Source: an optimization exercise on an open RTL-to-GDS flow (aim: small area). Production flows keep margins and buffers that such runs may drop.
The RTL was checked by simulation tests, not by an equivalence proof against the original design.
No activity file was given, so power comes from the tool's default toggle rates.

run a:
==> module CAS, before the edit <==
module CAS(
	valid1,
	valid2,
	index1,
	index2,
	outvalid1,
	outvalid2,
	outindex1,
	outindex2,
	swap,
	merge
);
parameter ADDRW = 16;
input valid1, valid2;
input [ADDRW - 1 : 0] index1, index2;
output outvalid1, outvalid2;
output [ADDRW - 1 : 0] outindex1, outindex2;
output swap, merge;
wire [ADDRW - 1 : 0] df = index1 ^ index2;
wire [ADDRW : 0] lt;
assign lt[0] = 1'b0;
genvar i;
generate for (i = 0; i < ADDRW; i = i + 1) begin: glt
	assign lt[i + 1] = df[i] ? index1[i] : lt[i];
end endgenerate
wire eq = ~(|df);
assign swap = valid2 & (~valid1 | lt[ADDRW]);
assign merge = valid1 & valid2 & eq;
assign outvalid1 = valid1 | valid2;
assign outvalid2 = valid1 & valid2 & ~eq;
assign outindex1 = swap ? index2 : index1;
assign outindex2 = swap ? index1 : index2;
endmodule
==> module sortAndMerge, before the edit <==
module sortAndMerge(
	clk,
	ena,
	valid1,
	valid2,
	valid3,
	valid4,
	index1,
	index2,
	index3,
	index4,
	value1,
	value2,
	value3,
	value4,
	outindex1,
	outindex2,
	outindex3,
	outindex4,
	outvalue1,
	outvalue2,
	outvalue3,
	outvalue4,
	outvalid1,
	outvalid2,
	outvalid3,
	outvalid4
);
parameter ADDRW = 16;
parameter WL = 32;
input clk;
input ena;
input valid1, valid2, valid3, valid4;
input [ADDRW - 1 : 0] index1, index2, index3, index4;
input [WL - 1 : 0] value1, value2, value3, value4;
output wire outvalid1, outvalid2, outvalid3, outvalid4;
output wire [ADDRW - 1 : 0] outindex1, outindex2, outindex3, outindex4;
output wire [WL - 1 : 0] outvalue1, outvalue2, outvalue3, outvalue4;
wire fv1, fv2, fv3, fv4;
wire [ADDRW - 1 : 0] fi1, fi2, fi3, fi4;
wire s12, m12, s34, m34;
CAS c12(.valid1(valid1), .valid2(valid2), .index1(index1), .index2(index2),
	.outvalid1(fv1), .outvalid2(fv2), .outindex1(fi1), .outindex2(fi2), .swap(s12), .merge(m12));
CAS c34(.valid1(valid3), .valid2(valid4), .index1(index3), .index2(index4),
	.outvalid1(fv3), .outvalid2(fv4), .outindex1(fi3), .outindex2(fi4), .swap(s34), .merge(m34));
wire sv1, sv2, sv3, sv4;
wire [ADDRW - 1 : 0] si1, si2, si3, si4;
wire s13, m13, s24, m24;
CAS c13(.valid1(fv1), .valid2(fv3), .index1(fi1), .index2(fi3),
	.outvalid1(sv1), .outvalid2(sv3), .outindex1(si1), .outindex2(si3), .swap(s13), .merge(m13));
CAS c24(.valid1(fv2), .valid2(fv4), .index1(fi2), .index2(fi4),
	.outvalid1(sv2), .outvalid2(sv4), .outindex1(si2), .outindex2(si4), .swap(s24), .merge(m24));
wire [1:0] vcode = {sv3 | sv4, sv2};
wire [ADDRW - 1 : 0] oi2 = {si2[ADDRW - 1 : 1], sv2 ? si2[0] : sv1};
wire [ADDRW - 1 : 0] oi4 = sv4 ? si4 : {ADDRW{1'b0}};
reg [WL - 1 : 0] r1v1, r1v2, r1v3, r1v4;
reg [4 * ADDRW + 1 : 0] r1ix;
reg r1s12, r1m12, r1s34, r1m34, r1dm, r1s13, r1m13, r1s24;
always @(posedge clk) begin
	if (ena) begin
		r1v1 <= value1;
		r1v2 <= value2;
		r1v3 <= value3;
		r1v4 <= value4;
		r1ix <= {vcode, oi4, (sv3 ? si3 : si4), oi2, si1};
		r1s12 <= s12;
		r1m12 <= m12;
		r1s34 <= s34;
		r1m34 <= m34;
		r1dm <= m24;
		r1s13 <= s13;
		r1m13 <= m13;
		r1s24 <= s24;
	end
end
wire [WL - 1 : 0] xa = (r1dm & r1s12) ? r1v2 : r1v1;
wire [WL - 1 : 0] xb = r1dm ? (r1s34 ? r1v4 : r1v3) : r1v2;
wire [WL - 1 : 0] ya = r1dm ? (r1s12 ? r1v1 : r1v2) : r1v3;
wire [WL - 1 : 0] yb = (r1dm & r1s34) ? r1v3 : r1v4;
wire [WL - 1 : 0] xp, xq, yp, yq, zp, zq;
wire xadd, yadd, zadd;
ftadder ux(.clk(clk), .ena(ena), .a(xa), .b(xb),
	.add(r1dm ? r1m13 : r1m12), .bsel(r1dm ? r1s13 : r1s12), .r(xp), .q(xq), .added(xadd));
ftadder uy(.clk(clk), .ena(ena), .a(ya), .b(yb),
	.add(r1dm | r1m34), .bsel(r1s34), .r(yp), .q(yq), .added(yadd));
reg [4 * ADDRW + 1 : 0] r2ix, r3ix, r4ix;
reg r2dm, r2s13, r2m13, r2s24;
reg r3dm, r3s13, r3m13, r3s24;
reg r4dm, r4s13, r4m13, r4s24;
reg [WL - 1 : 0] r4xp, r4xq, r4yp, r4yq;
always @(posedge clk) begin
	if (ena) begin
		r2ix <= r1ix;
		r2dm <= r1dm;
		r2s13 <= r1s13;
		r2m13 <= r1m13;
		r2s24 <= r1s24;
		r3ix <= r2ix;
		r3dm <= r2dm;
		r3s13 <= r2s13;
		r3m13 <= r2m13;
		r3s24 <= r2s24;
		r4ix <= r3ix;
		r4dm <= r3dm;
		r4s13 <= r3s13;
		r4m13 <= r3m13;
		r4s24 <= r3s24;
		r4xp <= xp;	 
		r4xq <= xq;	 
		r4yp <= yp;	 
		r4yq <= yq;	 
	end
end
ftadder uz(.clk(clk), .ena(ena), .a(r4xp), .b(r4dm ? r4xq : r4yp),
	.add(~r4dm & r4m13), .bsel(~r4dm & r4s13), .r(zp), .q(zq), .added(zadd));
reg [4 * ADDRW + 1 : 0] r5ix, r6ix;
reg [WL - 1 : 0] r5s2, r5s4, r6s2, r6s4;
always @(posedge clk) begin
	if (ena) begin
		r5ix <= r4ix;
		r5s2 <= r4dm ? r4yp : (r4s24 ? r4yq : r4xq);
		r5s4 <= r4s24 ? r4xq : r4yq;
		r6ix <= r5ix;
		r6s2 <= r5s2;
		r6s4 <= r5s4;
	end
end
localparam W = 4 * (WL + ADDRW) + 2;
localparam DELAY = 8;
wire [W - 1 : 0] pin = {r6ix, r6s4, (zadd ? r6s4 : zq), r6s2, zp};
reg [W * (DELAY + 1) - 1 : 0] pipe;
always @(posedge clk)
	if (ena)
		pipe <= {pipe[W * DELAY - 1 : 0], pin};
wire [1:0] ovc;
assign {ovc,
	outindex4, outindex3, outindex2, outindex1,
	outvalue4, outvalue3, outvalue2, outvalue1} = pipe[W * (DELAY + 1) - 1 : W * DELAY];
assign outvalid1 = ovc[0] | ovc[1] | outindex2[0];
assign outvalid2 = ovc[0];
assign outvalid3 = ovc[1];
wire [ADDRW - 1 : 0] od = outindex4 ^ outindex3;
wire [ADDRW : 0] ogt;
assign ogt[0] = 1'b0;
genvar i;
generate for (i = 0; i < ADDRW; i = i + 1) begin: gogt
	assign ogt[i + 1] = od[i] ? outindex4[i] : ogt[i];
end endgenerate
assign outvalid4 = ovc[0] & ovc[1] & ogt[ADDRW];
endmodule
Settings: LEC_CHECK=0, ABC_AREA=1, CAP_MARGIN=20, CORE_MARGIN=2, CORE_UTILIZATION=50, PLACE_DENSITY=0.62, SLEW_MARGIN=20; clock period 10.0 ns.
standard.sh (not shown) runs the stock make flow with config.mk's settings and CLKGATE_MAP_FILE= SYNTH_SCRIPT=/design/flow/synth_recipe.tcl, a recipe that flattens the netlist after the stock synthesis.
==> flow/flow/run.sh <==
#!/bin/bash
# Layout: the standard ORFS flow (standard.sh), with
#  - synthesis mapped by ABC with an area-recovery script (flow/synth.tcl, flow/area.abc);
#  - every port buffered with buf_1 instead of the flow's default buffer;
#  - clock tree from clkbuf_16 in clusters of up to 30 sinks, without dummy loads.
# The make output goes to flow_make.log; ORFS keeps each step's log under orfs/logs.
set -euo pipefail
export FLOW_WORK="$PWD"
export FLOW_ABC_SCRIPT="$PWD/flow/area.abc"
bash standard.sh \
  "SYNTH_SCRIPT=$PWD/flow/synth.tcl" \
  "BUFFER_PORTS_ARGS=-buffer_cell sky130_fd_sc_hd__buf_1" \
  "CTS_ARGS=-sink_clustering_enable -repair_clock_nets -dont_use_dummy_load -buf_list sky130_fd_sc_hd__clkbuf_16 -sink_clustering_size 30 -sink_clustering_max_diameter 100" \
  finish > flow_make.log 2>&1
==> flow/flow/area.abc <==
strash
dch
map -a
mfs2
strash
dch -f
map -a
topo
stime -c
buffer -c
upsize -c
dnsize -c
==> flow/flow/synth.tcl <==
# The standard flow's synthesis script (synth_recipe.tcl in the work folder), with ABC's
# technology mapping run on an area-recovery script (area.abc) in place of
# ORFS's abc_area.script. Registers are untouched: abc maps only the logic
# between them.
proc abc {args} {
  set i [lsearch -exact $args -script]
  if { $i >= 0 } { lset args [expr {$i + 1}] $::env(FLOW_ABC_SCRIPT) }
  yosys abc {*}$args
}
source $::env(FLOW_WORK)/synth_recipe.tcl
Relative to run a, the following input files were edited for run b:
diff --git a/flow/design.v b/flow/design.v
--- a/flow/design.v
+++ b/flow/design.v
@@ -185,13 +185,6 @@
 output [ADDRW - 1 : 0] outindex1, outindex2;
 output swap, merge;
-wire [ADDRW - 1 : 0] df = index1 ^ index2;
-wire [ADDRW : 0] lt;
-assign lt[0] = 1'b0;
-genvar i;
-generate for (i = 0; i < ADDRW; i = i + 1) begin: glt
-	assign lt[i + 1] = df[i] ? index1[i] : lt[i];
-end endgenerate
-wire eq = ~(|df);
-assign swap = valid2 & (~valid1 | lt[ADDRW]);
+wire eq = (index1 == index2);
+assign swap = valid2 & (~valid1 | (index2 < index1));
 assign merge = valid1 & valid2 & eq;
 assign outvalid1 = valid1 | valid2;
@@ -341,11 +334,4 @@
 assign outvalid2 = ovc[0];
 assign outvalid3 = ovc[1];
-wire [ADDRW - 1 : 0] od = outindex4 ^ outindex3;
-wire [ADDRW : 0] ogt;
-assign ogt[0] = 1'b0;
-genvar i;
-generate for (i = 0; i < ADDRW; i = i + 1) begin: gogt
-	assign ogt[i + 1] = od[i] ? outindex4[i] : ogt[i];
-end endgenerate
-assign outvalid4 = ovc[0] & ovc[1] & ogt[ADDRW];
+assign outvalid4 = ovc[0] & ovc[1] & (outindex4 > outindex3);
 endmodule
==> comparison <==
- Area of the core region across run a and run b: no real change.
- Compared with run a, run b shows sum of met3 wire segment lengths after detailed routing lower by 11%.
- Summary of run b over run a: count of clock-buffer cells in the layout lost 2.5%, area added between synthesis and finish neither gained nor lost much, total of fill cells in the finished design picked up an extra 106, via count neither gained nor lost much, register-to-register slack picked up an extra 70 ps.
- Post-synthesis instance area went up slightly going from run a to run b.
- Lower power per cell area goes to run b over run a.
- Status: core utilization of the finished layout parity (run a, run b)
- Diff run a..run b | final non-filler cell total | negligible
- Comparing run a and run b, the higher routability-driven placement congestion ratio was measured on run b.

---

the baseline:
Starting RTL as in the previous note.
==> flow/design.v (excerpt) <==
module sortAndMerge(
	clk,
	ena,
	valid1,
	valid2,
	valid3,
	valid4,
	index1,
	index2,
	index3,
	index4,
	value1,
	value2,
	value3,
	value4,
	outindex1,
	outindex2,
	outindex3,
	outindex4,
	outvalue1,
	outvalue2,
	outvalue3,
	outvalue4,
	outvalid1,
	outvalid2,
	outvalid3,
	outvalid4
);
==> module ftadder, before the edit <==
module ftadder(
	clk,
	ena,
	a,
	b,
	add,
	bsel,
	r,
	q,
	added
);
input clk;
input ena;
input [31:0] a, b;
input add;
input bsel;
output [31:0] r;
output [31:0] q;
output added;
genvar i;
wire [31:0] ge;
assign ge[0] = 1'b1;
generate for (i = 0; i < 31; i = i + 1) begin: gcmp
	assign ge[i + 1] = (a[i] ^ b[i]) ? a[i] : ge[i];
end endgenerate
wire a_big = add ? ge[31] : ~bsel;
wire [30:0] big = a_big ? a[30:0] : b[30:0];
wire [30:0] sml = a_big ? b[30:0] : a[30:0];
wire        sb  = a_big ? a[31] : b[31];
wire        ss  = a_big ? b[31] : a[31];
wire        hs = |sml[30:23];
wire [7:0] ea = {a[30:24], a[23] | ~(|a[30:23])};
wire [7:0] eb0 = {b[30:24], b[23] | ~(|b[30:23])};
wire [8:0] c1, c2;
wire [7:0] dab, dba;
assign c1[0] = 1'b1;
assign c2[0] = 1'b1;
generate for (i = 0; i < 8; i = i + 1) begin: gd
	assign dab[i] = ea[i] ^ ~eb0[i] ^ c1[i];
	assign c1[i + 1] = (ea[i] & ~eb0[i]) | (c1[i] & (ea[i] ^ ~eb0[i]));
	assign dba[i] = eb0[i] ^ ~ea[i] ^ c2[i];
	assign c2[i + 1] = (eb0[i] & ~ea[i]) | (c2[i] & (eb0[i] ^ ~ea[i]));
end endgenerate
wire [7:0] d = a_big ? dab : dba;
wire [4:0] dd = ~add ? 5'd0 : (d[7:5] != 3'd0) ? 5'd31 : d[4:0];
reg [25:0] x;
reg        st;
always @(*) begin
	x = {hs, sml[22:0], 2'b00};
	st = 1'b0;
	if (dd[0]) begin st = st | x[0];       x = {1'd0,  x[25:1]};  end
	if (dd[1]) begin st = st | (|x[1:0]);  x = {2'd0,  x[25:2]};  end
	if (dd[2]) begin st = st | (|x[3:0]);  x = {4'd0,  x[25:4]};  end
	if (dd[3]) begin st = st | (|x[7:0]);  x = {8'd0,  x[25:8]};  end
	if (dd[4]) begin st = st | (|x[15:0]); x = {16'd0, x[25:16]}; end
end
wire qnan1 = add & (&big[30:23]) & ((|big[22:0]) | ((&sml[30:23]) & (sb ^ ss)));
reg [30:0] r1_big;
reg        r1_sb, r1_ss, r1_add, r1_qnan;
reg [25:0] r1_x;
reg        r1_st;
reg [2:0]  r1_qe;
always @(posedge clk) begin
	if (ena) begin
		r1_big  <= big;
		r1_sb   <= sb;
		r1_ss   <= ss;
		r1_add  <= add;
		r1_qnan <= add ? qnan1 : sml[23];
		r1_x    <= {add ? x[25] : sml[24], x[24:2], add ? x[1:0] : sml[26:25]};
		r1_st   <= add ? st : sml[27];
		r1_qe   <= sml[30:28];
	end
end
wire [7:0] qexp1 = {r1_qe, r1_st, r1_x[1:0], r1_x[25], r1_qnan};
wire        hb2  = |r1_big[30:23];
wire        kill = ~r1_add | (&r1_big[30:23]);
wire        qnan2 = r1_add & r1_qnan;
wire        sub  = r1_add & (r1_sb ^ r1_ss);
wire [27:0] mb   = {1'b0, hb2, r1_big[22:0], 3'b000};
wire [27:0] ms   = kill ? 28'd0 : {1'b0, r1_x, r1_st};
wire [27:0] mo   = ms ^ {28{sub}};
wire [27:0] ap = mb ^ mo, ag = mb & mo;
wire [14:0] sc;
wire [27:0] sum;
wire [8:0] lc;
assign lc[0] = sub;
generate for (i = 0; i < 8; i = i + 1) begin: gs
	assign sum[i] = ap[i] ^ lc[i];
	assign lc[i + 1] = (mb[i] & mo[i]) | (lc[i] & ap[i]);
end endgenerate
assign sc[4] = lc[8];
generate for (i = 4; i < 14; i = i + 1) begin: gs2
	wire c1 = ag[2 * i] | (ap[2 * i] & sc[i]);
	assign sum[2 * i] = ap[2 * i] ^ sc[i];
	assign sum[2 * i + 1] = ap[2 * i + 1] ^ c1;
	assign sc[i + 1] = ag[2 * i + 1] | (ap[2 * i + 1] & ag[2 * i]) | (ap[2 * i + 1] & ap[2 * i] & sc[i]);
end endgenerate
reg [27:0] r2_sum;
reg [7:0]  r2_eb;
reg        r2_sb, r2_sub, r2_add, r2_qnan;
reg [25:0] r2_q;
always @(posedge clk) begin
	if (ena) begin
		r2_sum  <= r1_add ? sum : {r1_ss, sum[26:3], qexp1[7:5]};
		r2_eb   <= {r1_big[30:24], r1_big[23] | ~hb2};
		r2_sb   <= r1_sb;
		r2_sub  <= r1_add ? sub : qexp1[4];
		r2_add  <= r1_add;
		r2_qnan <= r1_add ? qnan2 : qexp1[3];
		r2_q    <= {qexp1[2:0], r1_x[24:2]};
	end
end
wire [27:0] sum3 = {r2_add & r2_sum[27], r2_sum[26:3], r2_add ? r2_sum[2:0] : 3'b000};
wire        sub3 = r2_add & r2_sub;
wire        qnan3 = r2_add & r2_qnan;
reg [27:0] stop;
integer j;
always @(*) begin
	stop = 28'd0;
	for (j = 0; j < 28; j = j + 1)
		if (r2_eb == 27 - j)
			stop[j] = 1'b1;
end
wire [27:0] lzin = sum3 | stop;
reg [4:0] lz;
always @(*) begin
	lz = 5'd0;
	for (j = 0; j < 28; j = j + 1)
		if (lzin[j])
			lz = 27 - j;
end
wire [27:0] norm = sum3 << lz;
wire [7:0] en;
wire [8:0] ec;
wire [7:0] nlz = ~{3'b000, lz};
assign ec[0] = 1'b1;
generate for (i = 0; i < 8; i = i + 1) begin: ge3
	assign en[i] = r2_eb[i] ^ nlz[i] ^ ec[i];
	assign ec[i + 1] = (r2_eb[i] & nlz[i]) | (ec[i] & (r2_eb[i] ^ nlz[i]));
end endgenerate
wire [30:0] inc = {7'd0, norm[27], 22'd0, norm[3] & (norm[4] | norm[2] | norm[1] | norm[0])};
wire [30:0] base = {en, norm[26:4]};
wire rnd = inc[0];
wire [6:0] blk;
wire [23:0] pc;
assign blk[0] = rnd;
generate for (i = 0; i < 6; i = i + 1) begin: gb
	assign blk[i + 1] = blk[i] & (&base[4 * i + 3 : 4 * i]);
end endgenerate
generate for (i = 0; i < 24; i = i + 1) begin: gp
	if (i % 4 == 0)
		assign pc[i] = blk[i / 4];
	else
		assign pc[i] = blk[i / 4] & (&base[i - 1 : (i / 4) * 4]);
end endgenerate
wire [30:0] pk;
assign pk[22:0] = base[22:0] ^ pc[22:0];
assign pk[30:23] = base[30:23] + {7'd0, norm[27]} + {7'd0, pc[23]};
wire ovf  = r2_add & norm[27] & (en == 8'hFE);
wire zero = (sum3 == 28'd0);
assign r = qnan3 ? 32'h7FC00000 :
           zero    ? {r2_sb & ~sub3, 31'd0} :
           ovf     ? {r2_sb, 8'hFF, 23'd0} :
                     {r2_sb, pk};
assign q = {r2_sum[27], r2_sum[2:0], r2_sub, r2_qnan, r2_q};
assign added = r2_add;
endmodule
export LEC_CHECK = 0
export ABC_AREA = 1
export CAP_MARGIN = 5
export CORE_MARGIN = 2
export CORE_UTILIZATION = 50
export PLACE_DENSITY = 0.62
export SLEW_MARGIN = 5
create_clock -name core_clock -period 10.0 [get_ports {clk}]
Scripts as last shown in full above: flow/flow/run.sh, flow/flow/area.abc, flow/flow/synth.tcl
--- input diff the baseline..the candidate ---
--- a/flow/design.v
+++ b/flow/design.v
@@ -78,22 +78,22 @@
 wire        qnan2 = r1_add & r1_qnan;
 wire        sub  = r1_add & (r1_sb ^ r1_ss);
 wire [27:0] mb   = {1'b0, hb2, r1_big[22:0], 3'b000};
 wire [27:0] ms   = kill ? 28'd0 : {1'b0, r1_x, r1_st};
 wire [27:0] mo   = ms ^ {28{sub}};
 wire [27:0] ap = mb ^ mo, ag = mb & mo;
-wire [14:0] sc;
+wire [14:5] sc;
 wire [27:0] sum;
-wire [8:0] lc;
+wire [10:0] lc;
 assign lc[0] = sub;
-generate for (i = 0; i < 8; i = i + 1) begin: gs
+generate for (i = 0; i < 10; i = i + 1) begin: gs
 	assign sum[i] = ap[i] ^ lc[i];
 	assign lc[i + 1] = (mb[i] & mo[i]) | (lc[i] & ap[i]);
 end endgenerate
-assign sc[4] = lc[8];
-generate for (i = 4; i < 14; i = i + 1) begin: gs2
+assign sc[5] = lc[10];
+generate for (i = 5; i < 14; i = i + 1) begin: gs2
 	wire c1 = ag[2 * i] | (ap[2 * i] & sc[i]);
 	assign sum[2 * i] = ap[2 * i] ^ sc[i];
 	assign sum[2 * i + 1] = ap[2 * i + 1] ^ c1;
 	assign sc[i + 1] = ag[2 * i + 1] | (ap[2 * i + 1] & ag[2 * i]) | (ap[2 * i + 1] & ap[2 * i] & sc[i]);
 end endgenerate
 reg [27:0] r2_sum;
==> comparison <==
Switching power sits lower in the candidate than in the baseline.
Between the candidate and the baseline, the global-route usage over all layers figures differ only marginally.
STATUS worst-case hold slack: the candidate wins against the baseline
There was hardly any difference in global-route track usage on met3 between the candidate and the baseline.
Compared to the baseline, the candidate has worst clock skew 0.013 ns lower.
Summary — share of total power in the clock network, the candidate relative to the baseline: higher, by 0.3 points.
The baseline → the candidate: critical path depth shows a reduction of 2.1%, ratio of final minimum period to clock period did not really move, maximum achievable frequency held, number of cells after detailed placement level.
Compared with the baseline, in the candidate number of clock-tree buffers in the layout went up 1, DRC violation total after the first TritonRoute iteration went up 384, via count of the first global-routing pass now sits lower.
Between the baseline and the candidate, the final worst setup slack figures differ only marginally.

-- re-timing with driven ports --
The results above use ideal ports. As a check the final layouts listed here were re-extracted and re-timed, cells and wires unchanged. Step 1 assumes that a clkbuf_16 drives the clock port and a buf_2 every other input. Step 2 adds t to the input delays and takes it off the output delays; t is the mean of the earliest and latest rising clock arrival at the registers after step 1. Input paths then give back, and output paths get back, about the clock's delay inside the block. Three values: no drivers, after step 1, after step 2; two values: the first two.
| run | shift t [ns] | setup WS [ns] | worst setup path after step 2 | slew at the worst register clock pin (ns) | cell pins on the clock port's net |
|---|---|---|---|---|---|
| run a | 0.863 | 0.840 / 0.840 / 0.840 | register to register | 0.12 / 0.12 | 1 |
| run b | 0.861 | 0.911 / 0.911 / 0.911 | register to register | 0.11 / 0.11 | 1 |
| the baseline | 0.861 | 0.798 / 0.798 / 0.798 | register to register | 0.11 / 0.11 | 1 |
| the candidate | 0.859 | 0.796 / 0.796 / 0.796 | register to register | 0.12 / 0.12 | 1 |
After both steps setup and hold are still met in every run listed.
